Context: an optimization exercise on an open-source flow, tuned for small area, a short achievable clock period and few clock cycles per item. The choices shown serve that exercise and are no tape-out recipe.
No functional check of the RTL was part of this run.

$ cat design/flow/constraint.sdc
create_clock -name core_clock -period 12.0 [get_ports {axi_clk}]
set_input_delay 2.4000 -clock core_clock [delete_from_list [all_inputs] [get_ports {axi_clk}]]
set_output_delay 2.4000 -clock core_clock [all_outputs]
set_load 0.01 [all_outputs]
$ cat design/flow/config.mk
export PLATFORM = sky130hd
export DESIGN_NAME = svm_axi_wrapper
export DESIGN_NICKNAME = svm_axi_wrapper
export VERILOG_FILES = /design/flow/design.v
export SDC_FILE = /design/flow/constraint.sdc
export NUM_CORES = 4
export LEC_CHECK = 0
export CAP_MARGIN = 20
export CORE_MARGIN = 2
export CORE_UTILIZATION = 40
export SLEW_MARGIN = 20
$ cat design/flow/run.sh
#!/bin/bash
# synth_recipe.tcl (not shown) runs the flow's synth.tcl, then flattens the netlist and writes it again
# the make line also repeats each setting of config.mk as NAME=value (left out here)
make -C /OpenROAD-flow-scripts/flow DESIGN_CONFIG=/design/flow/config.mk WORK_HOME=/design/flow/orfs CLKGATE_MAP_FILE= SYNTH_SCRIPT=/design/flow/synth_recipe.tcl finish
$ cat design/flow/design.v
`timescale 1ns / 1ps
module cordic_0 (
    input  wire        aclk,
    input  wire        aresetn,
    input  wire        s_axis_phase_tvalid,
    input  wire [15:0] s_axis_phase_tdata,
    output wire        m_axis_dout_tvalid,
    output wire [31:0] m_axis_dout_tdata
);
    localparam N_ST = 16;
    function [3:0] st_shift;
        input integer k;
        begin
            case (k)
                0: st_shift = 4'd1;   1: st_shift = 4'd2;   2: st_shift = 4'd3;
                3: st_shift = 4'd4;   4: st_shift = 4'd4;   5: st_shift = 4'd5;
                6: st_shift = 4'd6;   7: st_shift = 4'd7;   8: st_shift = 4'd8;
                9: st_shift = 4'd9;  10: st_shift = 4'd10; 11: st_shift = 4'd11;
               12: st_shift = 4'd12; 13: st_shift = 4'd13; 14: st_shift = 4'd13;
               default: st_shift = 4'd14;
            endcase
        end
    endfunction
    function signed [17:0] st_angle;
        input integer k;
        begin
            case (k)
                0: st_angle = 18'sd18000;  1: st_angle = 18'sd8369;
                2: st_angle = 18'sd4118;   3: st_angle = 18'sd2051;
                4: st_angle = 18'sd2051;   5: st_angle = 18'sd1024;
                6: st_angle = 18'sd512;    7: st_angle = 18'sd256;
                8: st_angle = 18'sd128;    9: st_angle = 18'sd64;
               10: st_angle = 18'sd32;    11: st_angle = 18'sd16;
               12: st_angle = 18'sd8;     13: st_angle = 18'sd4;
               14: st_angle = 18'sd4;     default: st_angle = 18'sd2;
            endcase
        end
    endfunction
    reg signed [17:0] xs [0:N_ST];
    reg signed [17:0] ys [0:N_ST];
    reg signed [17:0] zs [0:N_ST];
    reg [N_ST:0]      vs;
    always @(posedge aclk) begin
        if (!aresetn) begin
            vs <= {(N_ST+1){1'b0}};
        end else begin
            vs <= {vs[N_ST-1:0], s_axis_phase_tvalid};
        end
    end
    always @(posedge aclk) begin
        zs[0] <= {s_axis_phase_tdata, 2'b00};
    end
    genvar g;
    generate
        for (g = 0; g < N_ST; g = g + 1) begin : stage
            wire signed [17:0] xi  = (g == 0) ? 18'sd19784 : xs[g];
            wire signed [17:0] yi  = (g == 0) ? 18'sd0     : ys[g];
            wire signed [17:0] xsh = xi >>> st_shift(g);
            wire signed [17:0] ysh = yi >>> st_shift(g);
            always @(posedge aclk) begin
                if (zs[g] >= 0) begin
                    xs[g+1] <= xi + ysh;
                    ys[g+1] <= yi + xsh;
                    zs[g+1] <= zs[g] - st_angle(g);
                end else begin
                    xs[g+1] <= xi - ysh;
                    ys[g+1] <= yi - xsh;
                    zs[g+1] <= zs[g] + st_angle(g);
                end
            end
        end
    endgenerate
    assign m_axis_dout_tvalid = vs[N_ST];
    assign m_axis_dout_tdata  = {ys[N_ST][15:0], xs[N_ST][15:0]};
endmodule
`timescale 1ns / 1ps
module exp_ip(
    input wire clk,
    input wire rst,
    input wire signed [15:0] z_in,      
    input wire valid_in,
    output reg signed [15:0] exp_out,   
    output reg valid_out
    ); 
    wire signed [15:0] z_cordic = z_in <<< 1;
    wire [31:0] cordic_out;
    wire cordic_valid;
    cordic_0 cordic_inst(
        .aclk(clk),
        .aresetn(~rst),
        .s_axis_phase_tvalid(valid_in),
        .s_axis_phase_tdata(z_cordic),
        .m_axis_dout_tvalid(cordic_valid),
        .m_axis_dout_tdata(cordic_out)
    );
    reg signed [15:0] z_fifo [0:31];
    reg [4:0] wr_ptr, rd_ptr;
    always @(posedge clk) begin
        if (rst) begin
            wr_ptr <= 5'd0;
            rd_ptr <= 5'd0;
        end else begin
            if (valid_in) begin
                z_fifo[wr_ptr] <= z_in;
                wr_ptr <= wr_ptr + 1'b1;
            end
            if (cordic_valid) begin
                rd_ptr <= rd_ptr + 1'b1;
            end
        end
    end
    wire signed [15:0] z_delayed = z_fifo[rd_ptr];
    wire signed [15:0] sinh = cordic_out[31:16];
    wire signed [15:0] cosh = cordic_out[15:0];
    wire signed [16:0] sum = $signed(cosh) + $signed(sinh);
    localparam signed [15:0] K_INV = 16'h69ff;
    wire signed [32:0] scaled_result = sum * K_INV;  
    always @(posedge clk) begin
        if (rst) begin
            exp_out   <= 16'd0;
            valid_out <= 1'b0;
        end else begin
            valid_out <= cordic_valid;
            if (z_delayed <= 16'shEE00) begin 
                    exp_out <= 16'h0000;  
                end else 
                if (z_delayed > 16'sh11D0) begin
                    exp_out <= 16'h30ee;
                end else begin
                    exp_out <= scaled_result >>> 17; 
                end
        end
    end
endmodule
`timescale 1ns / 1ps
`timescale 1ns / 1ps
module dist_calc #(
    parameter N_FEATURES = 4,
    parameter WIDTH      = 16
)(
    input  wire              clk,
    input  wire              rst,
    input  wire              start,         
    input  wire signed [WIDTH-1:0] x_in,
    input  wire signed [WIDTH-1:0] sv_in,
    output reg signed [31:0] dist_out,
    output reg               done
);
    reg [2:0]         feature_count;
    reg signed [31:0] accumulator;
    reg               active;              
    wire signed [WIDTH-1:0]  diff   = x_in - sv_in;
    wire signed [31:0]        square = diff * diff;
    always @(posedge clk) begin
        if (rst) begin
            accumulator   <= 32'd0;
            dist_out      <= 32'd0;
            feature_count <= 3'd0;
            done          <= 1'b0;
            active        <= 1'b0;
        end else begin
            done <= 1'b0;  
            if (start) begin
                accumulator   <= square;
                feature_count <= 3'd1;
                active        <= 1'b1;
            end else if (active) begin
                if (feature_count < N_FEATURES - 1) begin
                    accumulator   <= accumulator + square;
                    feature_count <= feature_count + 1'b1;
                end else begin
                    dist_out      <= accumulator + square;
                    done          <= 1'b1;
                    feature_count <= 3'd0;
                    accumulator   <= 32'd0;
                    active        <= 1'b0;
                end
            end
        end
    end
endmodule
`timescale 1ns / 1ps
module kernel #(
    parameter WIDTH = 16,
    parameter N_FEATURES = 4
)(
    input wire clk,
    input wire rst,
    input wire start,
    input wire signed [WIDTH-1:0] x_in,    
    input wire signed [WIDTH-1:0] sv_in,   
    output wire signed [15:0] kernel_out,  
    output wire valid_out
);
    wire signed [31:0] squared_dist_q24;  
    wire dist_done;
    reg signed [15:0] z_to_exp;
    reg z_valid;
    dist_calc #(
        .N_FEATURES(N_FEATURES),
        .WIDTH(WIDTH)
    ) distance_inst (
        .clk(clk),
        .rst(rst),
        .start(start),
        .x_in(x_in),
        .sv_in(sv_in),
        .dist_out(squared_dist_q24), 
        .done(dist_done)
    );
    always @(posedge clk) begin
        if (rst) begin
            z_to_exp <= 16'd0;
            z_valid  <= 1'b0;
        end else if (dist_done) begin
            z_valid <= 1'b1;
            begin : scaling_logic
                integer scaled_z;
                scaled_z = -(squared_dist_q24 >>> 14);
                if (scaled_z < -16'sh1100) begin  
                    z_to_exp <= 16'shEE00;        
                end else begin
                    z_to_exp <= scaled_z[15:0];
                end
            end
        end else begin
            z_valid <= 1'b0;
        end
    end
    exp_ip exponential_inst (
        .clk(clk),
        .rst(rst),
        .z_in(z_to_exp),       
        .valid_in(z_valid),
        .exp_out(kernel_out),  
        .valid_out(valid_out)
    );
endmodule
`timescale 1ns / 1ps
module svm_decision_engine #(
    parameter WIDTH = 16,
    parameter FRAC = 12,
    parameter N_SV = 31
)(
    input  wire              clk,
    input  wire              rst,
    input  wire              start,          
    input  wire signed [15:0] kernel_val,     
    input  wire              kernel_valid,   
    input  wire signed [15:0] dual_coeff,     
    input  wire signed [15:0] intercept,      
    output reg signed [31:0]  decision_out,   
    output reg               done,           
    output wire [5:0]        sv_count_o      
);
    reg signed [31:0] accumulator;
    reg [5:0]         sv_count;
    assign sv_count_o = sv_count;
    wire signed [31:0] product = $signed(dual_coeff) * $signed(kernel_val);
    always @(posedge clk) begin
        if (rst) begin
            sv_count     <= 6'd0;
            done         <= 1'b0;
            decision_out <= 32'd0;
            accumulator  <= 32'd0;
        end else if (start) begin
            accumulator  <= -{ {4{intercept[15]}}, intercept, 12'd0 };
            sv_count     <= 6'd0;
            done         <= 1'b0;
        end else if (kernel_valid) begin
            accumulator <= accumulator + product;
            if (sv_count == (N_SV - 1)) begin
                done         <= 1'b1; 
                decision_out <= accumulator + product;
                sv_count     <= 6'd0; 
            end else begin
                sv_count     <= sv_count + 1;
                done         <= 1'b0;
            end
        end else begin
            done <= 1'b0;  
        end
    end
endmodule
`timescale 1ns / 1ps
module svm_top #(
    parameter WIDTH = 16,
    parameter N_FEATURES = 4,
    parameter N_SV = 31
)(
    input  wire              clk,
    input  wire              rst,
    input  wire              sample_start,    
    input  wire              sv_start,        
    input  wire signed [WIDTH-1:0] x_in,      
    input  wire signed [WIDTH-1:0] sv_in,     
    input  wire signed [WIDTH-1:0] alpha_0,   
    input  wire signed [WIDTH-1:0] alpha_1,   
    input  wire signed [WIDTH-1:0] rho_0,     
    input  wire signed [WIDTH-1:0] rho_1,     
    input  wire signed [WIDTH-1:0] rho_2,     
    output wire [1:0]        predicted_class,
    output wire              ready,           
    output wire              k_valid_out      
);
    wire signed [15:0] k_out;
    wire               k_valid;
    assign k_valid_out = k_valid;    
    wire signed [31:0] score_01, score_02, score_12;
    wire               done_01, done_02, done_12;
    reg signed [15:0] coeff_01, coeff_02, coeff_12;
    wire [5:0] sv_idx;
    always @(*) begin
        if (sv_idx < 7) begin
            coeff_01 = alpha_0;
            coeff_02 = alpha_1;
            coeff_12 = 16'd0;
        end else if (sv_idx < 20) begin
            coeff_01 = alpha_0;
            coeff_02 = 16'd0;
            coeff_12 = alpha_1;
        end else begin
            coeff_01 = 16'd0;
            coeff_02 = alpha_0;
            coeff_12 = alpha_1;
        end
    end
    kernel #(
        .WIDTH(WIDTH),
        .N_FEATURES(N_FEATURES)
    ) kernel_unit (
        .clk(clk),
        .rst(rst),
        .start(sv_start),
        .x_in(x_in),
        .sv_in(sv_in),
        .kernel_out(k_out),
        .valid_out(k_valid)
    );
    svm_decision_engine #(
        .WIDTH(WIDTH),
        .N_SV(N_SV)
    ) engine_01 (
        .clk(clk),
        .rst(rst),
        .start(sample_start),
        .kernel_val(k_out),
        .kernel_valid(k_valid),
        .dual_coeff(coeff_01),
        .intercept(rho_0),
        .decision_out(score_01),
        .done(done_01),
        .sv_count_o(sv_idx)
    );
    svm_decision_engine #(
        .WIDTH(WIDTH),
        .N_SV(N_SV)
    ) engine_02 (
        .clk(clk),
        .rst(rst),
        .start(sample_start),
        .kernel_val(k_out),
        .kernel_valid(k_valid),
        .dual_coeff(coeff_02),
        .intercept(rho_1),
        .decision_out(score_02),
        .done(done_02),
        .sv_count_o()
    );
    svm_decision_engine #(
        .WIDTH(WIDTH),
        .N_SV(N_SV)
    ) engine_12 (
        .clk(clk),
        .rst(rst),
        .start(sample_start),
        .kernel_val(k_out),
        .kernel_valid(k_valid),
        .dual_coeff(coeff_12),
        .intercept(rho_2),
        .decision_out(score_12),
        .done(done_12),
        .sv_count_o()
    );
    assign ready = done_01 & done_02 & done_12;
    wire [1:0] votes_0 = (score_01 > 0 ? 1 : 0) + (score_02 > 0 ? 1 : 0);
    wire [1:0] votes_1 = (score_01 <= 0 ? 1 : 0) + (score_12 > 0 ? 1 : 0);
    wire [1:0] votes_2 = (score_02 <= 0 ? 1 : 0) + (score_12 <= 0 ? 1 : 0);
    assign predicted_class = (votes_0 >= votes_1 && votes_0 >= votes_2) ? 2'd0 :
                             (votes_1 >= votes_0 && votes_1 >= votes_2) ? 2'd1 :
                                                                          2'd2;
endmodule
`timescale 1ns / 1ps
module svm_axi_wrapper #(
    parameter WIDTH     = 16,
    parameter N_FEATURES = 4,
    parameter N_SV      = 31,
    parameter C_S_AXIS_TDATA_WIDTH = 32,
    parameter C_M_AXIS_TDATA_WIDTH = 32
)(
    input  wire axi_clk,
    input  wire axi_reset_n,
    input  wire [C_S_AXIS_TDATA_WIDTH-1:0] s_axis_tdata,
    input  wire                            s_axis_tvalid,
    output wire                            s_axis_tready,
    input  wire                            s_axis_tlast,
    output wire [C_M_AXIS_TDATA_WIDTH-1:0] m_axis_tdata,
    output reg                             m_axis_tvalid,
    input  wire                            m_axis_tready,
    output reg                             m_axis_tlast
);
    wire rst = ~axi_reset_n;
    localparam [3:0]
        S_IDLE        = 4'd0,    
        S_LOAD_HDR    = 4'd1,    
        S_LOAD_SV     = 4'd2,    
        S_FEED_F0     = 4'd3,    
        S_FEED_F1     = 4'd4,    
        S_FEED_F2     = 4'd5,    
        S_FEED_F3     = 4'd6,    
        S_WAIT_KERNEL = 4'd7,    
        S_DONE_WAIT   = 4'd8,    
        S_OUTPUT      = 4'd9;    
    reg [3:0] state;
    reg signed [15:0] x_reg [0:N_FEATURES-1];
    reg signed [15:0] sv_reg [0:N_FEATURES-1];
    reg signed [15:0] alpha0_reg;        
    reg signed [15:0] alpha1_reg;        
    reg signed [15:0] rho_reg [0:2];
    reg [1:0] hdr_cnt;           
    reg [1:0] sv_word_cnt;       
    reg [5:0] sv_idx;            
    reg       first_sv_flag;     
    reg       tlast_captured;    
    reg              sample_start_r;     
    reg              sv_start_r;         
    reg signed [15:0] x_in_r;            
    reg signed [15:0] sv_in_r;           
    wire [1:0] predicted_class;          
    wire       svm_ready;                
    wire       k_valid;                  
    assign s_axis_tready = (state == S_IDLE) 
                         | (state == S_LOAD_HDR) 
                         | (state == S_LOAD_SV);
    wire axis_handshake = s_axis_tvalid & s_axis_tready;
    assign m_axis_tdata = {30'd0, predicted_class};
    always @(posedge axi_clk) begin
        if (rst) begin
            state          <= S_IDLE;
            hdr_cnt        <= 2'd0;
            sv_word_cnt    <= 2'd0;
            sv_idx         <= 6'd0;
            first_sv_flag  <= 1'b0;
            tlast_captured <= 1'b0;
            sample_start_r <= 1'b0;
            sv_start_r     <= 1'b0;
            m_axis_tvalid  <= 1'b0;
            m_axis_tlast   <= 1'b0;
            x_in_r         <= 16'd0;
            sv_in_r        <= 16'd0;
            alpha0_reg     <= 16'd0;
            alpha1_reg     <= 16'd0;
        end else begin
            sample_start_r <= 1'b0;
            sv_start_r     <= 1'b0;
            if (axis_handshake && s_axis_tlast) begin
                tlast_captured <= 1'b1;
            end
            case (state)
                S_IDLE: begin
                    m_axis_tvalid <= 1'b0;
                    m_axis_tlast  <= 1'b0;
                    if (axis_handshake) begin
                        x_reg[0] <= s_axis_tdata[15:0];
                        x_reg[1] <= s_axis_tdata[31:16];
                        hdr_cnt  <= 2'd1;
                        state    <= S_LOAD_HDR;
                    end
                end
                S_LOAD_HDR: begin
                    if (axis_handshake) begin
                        case (hdr_cnt)
                            2'd1: begin
                                x_reg[2] <= s_axis_tdata[15:0];
                                x_reg[3] <= s_axis_tdata[31:16];
                                hdr_cnt  <= 2'd2;
                            end
                            2'd2: begin
                                rho_reg[0] <= s_axis_tdata[15:0];
                                rho_reg[1] <= s_axis_tdata[31:16];
                                hdr_cnt    <= 2'd3;
                            end
                            2'd3: begin
                                rho_reg[2]    <= s_axis_tdata[15:0];
                                sv_idx        <= 6'd0;
                                first_sv_flag <= 1'b1;
                                sv_word_cnt   <= 2'd0;
                                hdr_cnt       <= 2'd0;
                                state         <= S_LOAD_SV;
                            end
                            default: ;
                        endcase
                    end
                end
                S_LOAD_SV: begin
                    if (axis_handshake) begin
                        case (sv_word_cnt)
                            2'd0: begin
                                sv_reg[0]   <= s_axis_tdata[15:0];
                                sv_reg[1]   <= s_axis_tdata[31:16];
                                sv_word_cnt <= 2'd1;
                            end
                            2'd1: begin
                                sv_reg[2]   <= s_axis_tdata[15:0];
                                sv_reg[3]   <= s_axis_tdata[31:16];
                                sv_word_cnt <= 2'd2;
                            end
                            2'd2: begin
                                alpha0_reg  <= s_axis_tdata[15:0];
                                alpha1_reg  <= s_axis_tdata[31:16];
                                sv_word_cnt <= 2'd0;
                                state <= S_FEED_F0;
                            end
                            default: ;
                        endcase
                    end
                end
                S_FEED_F0: begin
                    sv_start_r     <= 1'b1;
                    sample_start_r <= first_sv_flag;
                    first_sv_flag  <= 1'b0;
                    x_in_r         <= x_reg[0];
                    sv_in_r        <= sv_reg[0];
                    state          <= S_FEED_F1;
                end
                S_FEED_F1: begin
                    x_in_r  <= x_reg[1];
                    sv_in_r <= sv_reg[1];
                    state   <= S_FEED_F2;
                end
                S_FEED_F2: begin
                    x_in_r  <= x_reg[2];
                    sv_in_r <= sv_reg[2];
                    state   <= S_FEED_F3;
                end
                S_FEED_F3: begin
                    x_in_r  <= x_reg[3];
                    sv_in_r <= sv_reg[3];
                    state   <= S_WAIT_KERNEL;
                end
                S_WAIT_KERNEL: begin
                    if (k_valid) begin
                        if (sv_idx == N_SV - 1) begin
                            state <= S_DONE_WAIT;
                        end else begin
                            sv_idx <= sv_idx + 1'b1;
                            state  <= S_LOAD_SV;
                        end
                    end
                end
                S_DONE_WAIT: begin
                    m_axis_tvalid <= 1'b1;
                    m_axis_tlast  <= tlast_captured;
                    state         <= S_OUTPUT;
                end
                S_OUTPUT: begin
                    if (m_axis_tready) begin
                        m_axis_tvalid  <= 1'b0;
                        m_axis_tlast   <= 1'b0;
                        tlast_captured <= 1'b0;
                        state          <= S_IDLE;
                    end
                end
                default: state <= S_IDLE;
            endcase
        end
    end
    svm_top #(
        .WIDTH(WIDTH),
        .N_FEATURES(N_FEATURES),
        .N_SV(N_SV)
    ) svm_inst (
        .clk           (axi_clk),
        .rst           (rst),
        .sample_start  (sample_start_r),
        .sv_start      (sv_start_r),
        .x_in          (x_in_r),
        .sv_in         (sv_in_r),
        .alpha_0       (alpha0_reg),
        .alpha_1       (alpha1_reg),
        .rho_0         (rho_reg[0]),
        .rho_1         (rho_reg[1]),
        .rho_2         (rho_reg[2]),
        .predicted_class (predicted_class),
        .ready         (svm_ready),
        .k_valid_out   (k_valid)
    );
endmodule
==> results.ini <==
[final_layout]
finalCoreUtilization_pct=43.8
syn_to_final_growth_pct=9.19
reg.largest.list=svm_inst.kernel_unit.exponential_inst.z_fifo (512), svm_inst.kernel_unit.exponential_inst.cordic_inst.ys (267), svm_inst.kernel_unit.exponential_inst.cordic_inst.xs (259)
finish.net_count=16300
multiInputGateArea_sq_um=86300
layout.area.seq_sq_um=44400
max_ffs_per_register=512
final.fill_count=32800
final_layout_size_suffix_gt1_share_pct=5.70
top_register=svm_inst.kernel_unit.exponential_inst.z_fifo

[logic_synthesis]
synth.cell_area_sq_um=139000
synth-edff-count=688
yosysTopAreaCellShare_pct=18.7
yosys-top-cells-area=sky130_fd_sc_hd__fa_1, sky130_fd_sc_hd__dfxtp_1, sky130_fd_sc_hd__edfxtp_1
asyncSetResetFlopFracSynth_pct=0
post_synth_num_cell_types=87
post_synth_inst_count=13600
ys_warn_count=16
top_cell_type_by_total_area_after_synthesis=sky130_fd_sc_hd__fa_1
synth_ff_type=sky130_fd_sc_hd__dfxtp_1
ys_seq_area_share_pct=32.0
synth_seq_cells=1870
postSynthAreaPerCell_sq_um=10.2

[routing]
route.detailed.wl_per_inst_um=17.6
finalWirelength_mm=324
antenna_violating_nets_left=0
iter_0_drt_violations=5593
detail_route.first_pass.iterations=7
route.detailed.vias_per_inst=5.10
post-route-drc-count=0
via_count=94000

[cts]
cts_tree=done
cts_sinks=1870
insertion_delay_ns=0.89
cts.reportedPaths.clkPinSlew_ns=0.06
hold_buffers=0
cts_htree_levels=4
cts_setup_buffers=0
tritoncts.num_buffers=211
clockRootBuffer=sky130_fd_sc_hd__clkbuf_16
cts-root-to-sink-buffers=4

[die]
ioPinCount=72
floorplan.initialDensity_pct=40.1
floorplan.die_area_sq_um=351000
placeableCoreArea_sq_um=346000
die_width_um=593
placementRows=216
die-height_um=593

[setup_path]
worst_ep_required_time_ns=12.75
cp_max_fo=12
worst_ep_arrival_time_ns=11.81
cp_slowest_cell=sky130_fd_sc_hd__fa_1
path_class=reg -> reg
cpMostUsedCell=sky130_fd_sc_hd__fa_1
critical_path.n_buffers_inverters=7
worst_setup_path_end_kind=flop
startpoint=x_in_r[0]
critical-path-top-delay-family=adder cells
crit-reg2reg-launch=x_in_r[0]
timing.critical_path.from_type=flop
cp_slowest_stage_delay_ns=0.57

[placement]
detailedPlacementHpwl_mm=247
final_gp_congestion=0.865
pre_cts_ws_ns=1.04
buffer_ports.inserted=41

[hold_path]
hold_class=reg -> reg

[global_routing]
grtUsageTotal_pct=18.6
grt_pass1_vias=95400
grt_start_max_net_pins=138
grt_remaining_overflow=0
first_pass_grt_wire_length_mm=525
antenna_found_initial=13

[sta]
final-hold-violation-count=0
final.setup_skew_ns=0.0846
final.setup.worst_slack_ns=0.939
final_min_period_over_clock_period_pct=92.2
max_slew_margin_pct=27.1
period_needed_ns=11.06
unrepaired_setup_endpoints_after_global_routing=false
max_clock_freq_ghz=0.0904
max_slew.worst_pin.slew_ns=1.09
setup_violations=0
finalMaxSlewViolations=0
fin_tns_setup_ns=0

[run_status]
result_of_the_run=complete, no violations

[run]
max_cap_viol_count=0

-- cell type report --
type                            instances  area share [%]
Antenna cell                            5         0.00826
Sequential cell                      1870            29.3
Clock buffer                          286            3.89
Tap cell                             4578            3.78
Clock inverter                        105           0.730
Inverter                             1723            4.28
Timing Repair Buffer                  197            1.06
Multi-Input combinational cell       9646            57.0
-- cell usage after synthesis, drive strengths merged (58+ instances only) --
cell,n
buf,71
and3,255
a211oi,95
dfxtp,1182
clkbuf,368
nor2,885
xnor2,845
a21oi,759
nand3,141
inv,1714
ha,1298
o21ai,463
mux2i,58
nor3,178
o41ai,68
o21bai,154
nor2b,102
a21o,181
fa,1298
o21a,142
xor2,241
nand2b,146
nand2,1200
o31ai,58
nor4,86
mux4,130
or3,86
edfxtp,688
and2,190
-- cells by family (layout without fill, tap and decap cells) --
family,after synthesis,count (layout),synth area share (%)
other,1,35,0.00270
AO/OA/AOI/OAI,2286,2286,10.4
XOR/XNOR,1086,1086,6.86
adder cells (fa/ha/maj),2596,2596,30.4
multiplexers,229,229,2.86
AND/OR/NAND/NOR,3419,3419,11.5
buffers and inverters,2162,2311,5.98
flip-flops,1870,1870,32.0
-- layout by cell type (no fill, tap or decap), drive strengths merged, types with 36 or more instances in the layout --
cell type,netlist,final
nand4,44,44
nor2,885,885
xnor2,845,845
o22ai,36,36
mux4,130,130
clkbuf,368,286
nor4,86,86
a21o,181,181
a211oi,95,95
nand2b,146,146
a21oi,759,759
o41ai,68,68
or2,41,41
o21bai,154,154
and3,255,255
clkinv,9,70
or3,86,86
o31ai,58,58
o21ai,463,463
fa,1298,1298
clkdlybuf4s50,0,40
ha,1298,1298
buf,71,157
nand3,141,141
mux2i,58,58
dfxtp,1182,1182
a221oi,56,56
nand2,1200,1200
xor2,241,241
o21a,142,142
a31oi,42,42
and2,190,190
edfxtp,688,688
inv,1714,1731
nor3,178,178
nor2b,102,102
mux2,41,41
-- per-stage QoR --
stage	area (sq um)	hold slack, ns	cells
after floorplan	139000	0.310	13700
after global placement	144000	0.310	18000
after detailed placement	144000	0.312	18000
after CTS	151000	0.325	18400
after global routing	151000	0.330	18400
final	151000	0.324	18400
-- path summary, 6_finish.rpt --
| path | cells after the start | end | slack (ns) |
|---|---|---|---|
| setup / recovery | 45 | flop | 0.94 |
| hold reg to reg | 0 | flop | 0.32 |
| hold / removal | 0 | flop | 0.32 |
| setup reg to reg | 45 | flop | 0.94 |
-- metal layers --
layer | track usage [%] | share of wire [%]
met1 | 25.4 | 46
met2 | 31.6 | 48
met3 | 1.87 | 4.3
met4 | 4.32 | 2.2
met5 | 0 | 0
-- worst register-to-register path, delay by kind of cell, from the launching register on --
kind                     cells  cell delay (ns)
adder cells (fa/ha/maj)     10             4.32
AND/OR/NAND/NOR             10             1.55
buffers and inverters        7             0.89
AO/OA/AOI/OAI               15             3.39
flip-flops                   1             0.29
XOR/XNOR                     3             0.53
-- repair_timing --
item,4_1_cts,5_1_grt
endpoints found under the setup margin,0,1
gates resized for setup,0,1
hold endpoints to repair,0,0

[separate check: timing with driven ports]
Ports are ideal in the flow. The routed layout listed here was re-timed in OpenROAD.
Step 1 sets driving cells, clkbuf_16 on the clock port and buf_2 on the other inputs (assumed; they add their load-dependent delay and slew).
Step 2, shift: input delay + t, output delay - t, t = (earliest + latest rising clock arrival at the registers) / 2. This alone moves slack from input paths to output paths.
a / b / c = ideal ports / drivers / drivers and shift; a / b = the first two.
t (ns): 0.944
setup WS [ns]: 0.939 / 0.939 / 0.939
clock arrival spread, ns: 0.085 / 0.085
worst register clock-pin slew, ns: 0.08 / 0.08
After both steps setup and hold are still met in this run. For this run, drivers alone change the setup slack by 0.000 ns; drivers and shift together by 0.000 ns.
